This is an optimization exercise on Yosys and OpenROAD, whose aim is small area, not a production implementation. The RTL was checked by simulation tests, not by an equivalence proof against the original design.

## old
Design matching_cost, start of the top module:
module matching_cost
#(
	parameter  MAXDISPARITY = 64 ,
	parameter  MATCHINGCOSTBITWID = 6 ,
	parameter  INPUTDATAWID = 63,
	parameter  OUTPUTDATAWID = 385
  )
(
	input wire                      clk ,
	input wire                      en ,
	input wire[INPUTDATAWID-1:0]    leftCTstream ,
	input wire[INPUTDATAWID-1:0]    rightCTstream ,
	output wire[OUTPUTDATAWID-1:0]  MatchingCost ,
	input  wire                     rst_n
);
reg [61:0] r [0:62];       
reg [62:0] l [0:6];        
reg [6:0]  cnt;              
integer i;
always @(posedge clk)
if (en) begin
	r[0] <= rightCTstream[61:0];
	for (i = 1; i < 63; i = i + 1)
		r[i] <= r[i-1];
	l[0] <= leftCTstream;
	for (i = 1; i < 7; i = i + 1)
		l[i] <= l[i-1];
end
always @(posedge clk)
if (!rst_n)
	cnt <= 7'd0;
else if (en && cnt != 7'd71)
	cnt <= cnt + 7'd1;
wire        lvalid = (cnt >= 7'd7);      
wire [5:0]  pcl;
matching_cost_pc62p u_pcl (.x(l[6][61:0]), .y(pcl));
reg [OUTPUTDATAWID-1:0] out;     
reg [5:0]  pcl0;                 
always @(posedge clk)
if (en) begin
	out[OUTPUTDATAWID-1] <= lvalid & l[6][62];
	pcl0 <= lvalid ? pcl : 6'd0;
end
assign MatchingCost[OUTPUTDATAWID-1] = out[OUTPUTDATAWID-1];
wire [8:0] hi_gt, hi_eq;
wire [7:0] lo_ge;
genvar g;
generate
for (g = 0; g < 9; g = g + 1) begin : pre_hi
	assign hi_gt[g] = (cnt[6:3] > g);
	assign hi_eq[g] = (cnt[6:3] == g);
end
for (g = 0; g < 8; g = g + 1) begin : pre_lo
	assign lo_ge[g] = (cnt[2:0] >= g);
end
for (g = 0; g < MAXDISPARITY; g = g + 1) begin : sel
	wire valid = hi_gt[(8+g)/8] | (hi_eq[(8+g)/8] & lo_ge[(8+g)%8]);
	assign MatchingCost[6*g+5:6*g] = valid ? out[6*g+5:6*g] : pcl0;
end
endgenerate
wire [5:0] pc0;
  ...
Settings: LEC_CHECK=0, CAP_MARGIN=20, CORE_MARGIN=2, CORE_UTILIZATION=70, PLACE_DENSITY=0.8, SLEW_MARGIN=20; clock period 6.67 ns.
standard.sh (not shown) runs the stock make flow with config.mk's settings and CLKGATE_MAP_FILE= SYNTH_SCRIPT=/design/flow/synth_recipe.tcl, a recipe that flattens the netlist after the stock synthesis.
==> flow/flow/run.sh <==
#!/bin/bash
# Own layout flow: the standard flow (standard.sh: synthesis, floorplan,
# placement, CTS, routing, finish) with two changes:
#  - the ports are buffered with sky130_fd_sc_hd__buf_1 (one buffer per port, as
#    in the standard flow) instead of the cell buffer_ports picks by default;
#  - CTS runs with the arguments below (sink clustering settings).
# Every tool's output goes to its own log under orfs/logs/ (ORFS's per-step logs);
# make's own output goes to make.log in the work folder.
set -euo pipefail
export BUFFER_PORTS_ARGS="-buffer_cell sky130_fd_sc_hd__buf_1"
export CTS_ARGS="-sink_clustering_enable -repair_clock_nets -sink_clustering_size 25 -sink_clustering_max_diameter 80 -dont_use_dummy_load"
export MAX_REPAIR_ANTENNAS_ITER_DRT=12
export RECOVER_POWER=100
bash standard.sh > make.log 2>&1
old: all stages done; final checks FAILED (max-capacitance violations, max-slew violations).
Changes in new relative to old:
-- flow/flow/run.sh --
<<< old, line 11
export CTS_ARGS="-sink_clustering_enable -repair_clock_nets -sink_clustering_size 25 -sink_clustering_max_diameter 80 -dont_use_dummy_load"
export MAX_REPAIR_ANTENNAS_ITER_DRT=12
export RECOVER_POWER=100
bash standard.sh > make.log 2>&1
>>> new, line 11
export CTS_ARGS="-sink_clustering_enable -repair_clock_nets -sink_clustering_size 25 -sink_clustering_max_diameter 80 -dont_use_dummy_load"
export MAX_REPAIR_ANTENNAS_ITER_DRT=12
bash standard.sh > make.log 2>&1
Notes after the runs:
- Number of logic stages on the critical path including buffering delta for new relative to old: 4 higher
- The run with more setup slack is new; old has less.
- Between new and old, the detailed-route wire length does not differ in any meaningful way.
- Compared with old, in new core utilization picked up an extra 0.23 points, fmax now larger, first-pass GRT wire length flat.
- new finished every step from synthesis to the final layout, and the layout passed the timing, DRC and antenna checks.

---

Another version of the RTL of matching_cost (not shown whole).
Size in the first run: about 510 I/O pins.
clock: 6.67 ns
lec_check: 0
cap_margin: 20
core_margin: 2
core_utilization: 72
place_density: 0.82
slew_margin: 20
==> flow/flow/run.sh <==
#!/bin/bash
# Own layout flow: the standard flow (standard.sh) with these changes:
#  - after the standard synthesis (run unchanged), flow/polarity_fix.py removes
#    inverters between full adders (a full adder fed with complemented inputs
#    gives complemented outputs, so each full adder is used in the polarity that
#    needs the fewest inverters); flow/simcheck.py then compares the netlist
#    before and after on random vectors (every register input and output port),
#    and the unmodified netlist is kept if they differ. Registers are untouched.
#  - the ports are buffered with sky130_fd_sc_hd__buf_1 (one buffer per port, as
#    in the standard flow) instead of the cell buffer_ports picks by default;
#  - CTS runs with the sink clustering settings below and without dummy loads;
#  - detailed routing gets more antenna repair iterations.
# Every tool's output goes to its own log: ORFS's per-step logs under orfs/logs/,
# make's output in make_synth.log and make.log, the netlist pass in polarity.log.
set -euo pipefail
export BUFFER_PORTS_ARGS="-buffer_cell sky130_fd_sc_hd__buf_1"
export CTS_ARGS="-sink_clustering_enable -repair_clock_nets -sink_clustering_size 24 -sink_clustering_max_diameter 85 -dont_use_dummy_load"
export MAX_REPAIR_ANTENNAS_ITER_DRT=12
bash standard.sh synth > make_synth.log 2>&1
R=orfs/results/${FLOW_PLATFORM:-sky130hd}/matching_cost/base
cp "$R/1_2_yosys.v" standard_synth.v
if python3 flow/polarity_fix.py "$R/1_2_yosys.v" > polarity.log 2>&1 &&
   python3 flow/simcheck.py standard_synth.v "$R/1_2_yosys.v" 20 >> polarity.log 2>&1; then
  echo "netlist pass applied" >> polarity.log
else
  echo "netlist pass not applied" >> polarity.log
  cp standard_synth.v "$R/1_2_yosys.v"
fi
rm -f "$R/1_synth.odb" "$R/1_synth.sdc"
bash standard.sh > make.log 2>&1
Other scripts of this flow, unchanged in this note and not shown: flow/flow/polarity_fix.py, flow/flow/simcheck.py
The first run produced a clean layout.
Then changed:
--- a/flow/flow/run.sh
+++ b/flow/flow/run.sh
@@ -17 +17 @@
-export CTS_ARGS="-sink_clustering_enable -repair_clock_nets -sink_clustering_size 24 -sink_clustering_max_diameter 85 -dont_use_dummy_load"
+export CTS_ARGS="-sink_clustering_enable -repair_clock_nets -sink_clustering_size 26 -sink_clustering_max_diameter 90 -dont_use_dummy_load"
CORE_UTILIZATION = 75   (was 72)
PLACE_DENSITY = 0.85   (was 0.82)
After rerunning: Cell count goes down by 1.1%; hold slack is worse by 30 ps; synthesized cell count is unchanged; clock-buffer cell count went down by 17; first-iteration DRC count grows by 7.7%.
Then changed:
--- a/flow/flow/run.sh
+++ b/flow/flow/run.sh
@@ -17 +17 @@
-export CTS_ARGS="-sink_clustering_enable -repair_clock_nets -sink_clustering_size 26 -sink_clustering_max_diameter 90 -dont_use_dummy_load"
+export CTS_ARGS="-sink_clustering_enable -repair_clock_nets -sink_clustering_size 25 -sink_clustering_max_diameter 60 -dont_use_dummy_load"
CORE_UTILIZATION = 70   (was 75)
PLACE_DENSITY = 0.8   (was 0.85)
Effect: Synthesized area stays the same. Worst hold slack gets better by 9.4 ps. Maximum frequency shrinks slightly. First-iteration DRC count drops by a few percent. Design area increases slightly. Worst setup slack is worse by 120 ps. Core utilization went down by 3.9 points. Cell count went up by a few percent.
Then changed:
--- a/flow/flow/run.sh
+++ b/flow/flow/run.sh
@@ -17 +17 @@
-export CTS_ARGS="-sink_clustering_enable -repair_clock_nets -sink_clustering_size 25 -sink_clustering_max_diameter 60 -dont_use_dummy_load"
+export CTS_ARGS="-sink_clustering_enable -repair_clock_nets -sink_clustering_size 24 -sink_clustering_max_diameter 80 -dont_use_dummy_load"
Effect: Register-to-register slack gets better by 70 ps. Synthesized cell count is unchanged. Count of clock-buffer cells in the layout went down by 127. Wire length went down slightly. Cell area went down slightly. Clock skew went up by 12 ps. Worst hold slack gets worse by 19 ps. Maximum frequency went up slightly.

---

matching_cost again, from the RTL that the note above started with.
Settings: LEC_CHECK=0, CAP_MARGIN=20, CORE_MARGIN=2, CORE_UTILIZATION=70, PLACE_DENSITY=0.8, SLEW_MARGIN=20; clock period 6.67 ns.
==> flow/flow/run.sh <==
#!/bin/bash
# Own layout flow: the standard flow (standard.sh) with these changes:
#  - after the standard synthesis (run unchanged), flow/polarity_fix.py removes
#    inverters between full adders (a full adder fed with complemented inputs
#    gives complemented outputs, so each full adder is used in the polarity that
#    needs the fewest inverters); flow/simcheck.py then compares the netlist
#    before and after on random vectors (every register input and output port),
#    and the unmodified netlist is kept if they differ. Registers are untouched.
#  - the ports are buffered with sky130_fd_sc_hd__buf_1 (one buffer per port, as
#    in the standard flow) instead of the cell buffer_ports picks by default;
#  - CTS runs with the sink clustering settings below and without dummy loads;
#  - detailed routing gets more antenna repair iterations.
# Every tool's output goes to its own log: ORFS's per-step logs under orfs/logs/,
# make's output in make_synth.log and make.log, the netlist pass in polarity.log.
set -euo pipefail
export BUFFER_PORTS_ARGS="-buffer_cell sky130_fd_sc_hd__buf_1"
export CTS_ARGS="-sink_clustering_enable -repair_clock_nets -sink_clustering_size 25 -sink_clustering_max_diameter 80 -dont_use_dummy_load"
export MAX_REPAIR_ANTENNAS_ITER_DRT=12
bash standard.sh synth > make_synth.log 2>&1
R=orfs/results/${FLOW_PLATFORM:-sky130hd}/matching_cost/base
cp "$R/1_2_yosys.v" standard_synth.v
if python3 flow/polarity_fix.py "$R/1_2_yosys.v" > polarity.log 2>&1 &&
   python3 flow/simcheck.py standard_synth.v "$R/1_2_yosys.v" 20 >> polarity.log 2>&1; then
  echo "netlist pass applied" >> polarity.log
else
  echo "netlist pass not applied" >> polarity.log
  cp standard_synth.v "$R/1_2_yosys.v"
fi
rm -f "$R/1_synth.odb" "$R/1_synth.sdc"
bash standard.sh > make.log 2>&1
Other scripts of this flow, unchanged in this note and not shown: flow/flow/polarity_fix.py, flow/flow/simcheck.py
Next try:
--- a/flow/flow/run.sh
+++ b/flow/flow/run.sh
@@ -17 +17 @@
-export CTS_ARGS="-sink_clustering_enable -repair_clock_nets -sink_clustering_size 25 -sink_clustering_max_diameter 80 -dont_use_dummy_load"
+export CTS_ARGS="-sink_clustering_enable -repair_clock_nets -sink_clustering_size 24 -sink_clustering_max_diameter 80 -dont_use_dummy_load"
CAP_MARGIN = 10   (was 20)
CORE_UTILIZATION = 75   (was 70)
PLACE_DENSITY = 0.85   (was 0.8)
SLEW_MARGIN = 10   (was 20)
=> Global-route usage climbs by 3.4 points; cell area is about the same; worst setup slack gets worse by 0.080 ns; final cell count goes down by 2.1%; wire length climbs by 0.63%; synthesized cell count does not change.
Next try:
CAP_MARGIN = 20   (was 10)
SLEW_MARGIN = 20   (was 10)
Routed wire length is about the same.
Synthesized cell count does not change.
Worst hold slack improves by 0.0097 ns.
Worst setup slack gets better by 0.20 ns.
Register-to-register slack gets better by 0.20 ns.
Next try:
--- a/flow/flow/run.sh
+++ b/flow/flow/run.sh
@@ -17 +17 @@
-export CTS_ARGS="-sink_clustering_enable -repair_clock_nets -sink_clustering_size 24 -sink_clustering_max_diameter 80 -dont_use_dummy_load"
+export CTS_ARGS="-sink_clustering_enable -repair_clock_nets -sink_clustering_size 22 -sink_clustering_max_diameter 70 -dont_use_dummy_load"
CORE_UTILIZATION = 70   (was 75)
PLACE_DENSITY = 0.8   (was 0.85)
Effect: Maximum frequency is lower by about 5%; register-to-register slack is worse by 0.32 ns; utilization drops by 4.6 points; setup slack loses 0.32 ns; final area went up by about 0.7%; count of clock-buffer cells in the layout rises by 57; routed wire length barely changes; die area goes up by about 7%.

[separate check: timing with driven ports]
The flow's constraints put no driver on any port. The routed layouts listed below were extracted and timed again, unchanged, in two steps.
Step 1, drivers: a clkbuf_16 drives clk and a buf_2 each remaining input, both assumed.
Step 2 also shifts input and output timing later by t, the mid clock arrival at the registers, as if the neighbouring blocks saw the same clock.
a / b / c = ideal / step 1 / step 2; a / b = the first two.
| run | t, ns | slack for setup (ns) | latest minus earliest clock arrival (ns) | slew at the worst register clock pin (ns) | worst data-port slew with drivers (ns) |
|---|---|---|---|---|---|
| old | 1.080 | -0.154 / -0.277 / -0.856 | 0.190 / 0.190 | 0.11 / 0.11 | 0.23 |
| new | 1.071 | 0.162 / 0.162 / 0.162 | 0.192 / 0.191 | 0.11 / 0.11 | 0.25 |
| the first run of note 2 | 1.125 | 0.348 / 0.348 / -0.119 | 0.117 / 0.117 | 0.11 / 0.11 | 0.07 |
| the second run of note 2 | 1.116 | 0.336 / 0.325 / -0.236 | 0.140 / 0.139 | 0.12 / 0.12 | 0.07 |
| the third run of note 2 | 1.116 | 0.217 / 0.217 / 0.084 | 0.120 / 0.120 | 0.10 / 0.10 | 0.07 |
| the fourth run of note 2 | 1.134 | 0.283 / 0.283 / -0.006 | 0.115 / 0.115 | 0.11 / 0.11 | 0.08 |
| the first run of note 3 | 1.104 | 0.271 / 0.271 / 0.067 | 0.151 / 0.151 | 0.13 / 0.13 | 0.07 |
| the second run of note 3 | 1.137 | 0.191 / 0.191 / -0.255 | 0.123 / 0.122 | 0.11 / 0.11 | 0.08 |
| the third run of note 3 | 1.133 | 0.388 / 0.321 / -0.291 | 0.133 / 0.133 | 0.11 / 0.11 | 0.07 |
| the fourth run of note 3 | 1.091 | 0.064 / 0.064 / 0.027 | 0.121 / 0.121 | 0.10 / 0.10 | 0.07 |
Met with ideal ports but missed after step 2: setup timing in 5 of these runs. The setup slack of old, which loses most, moves by -0.123 ns with the drivers and by -0.702 ns with both steps.
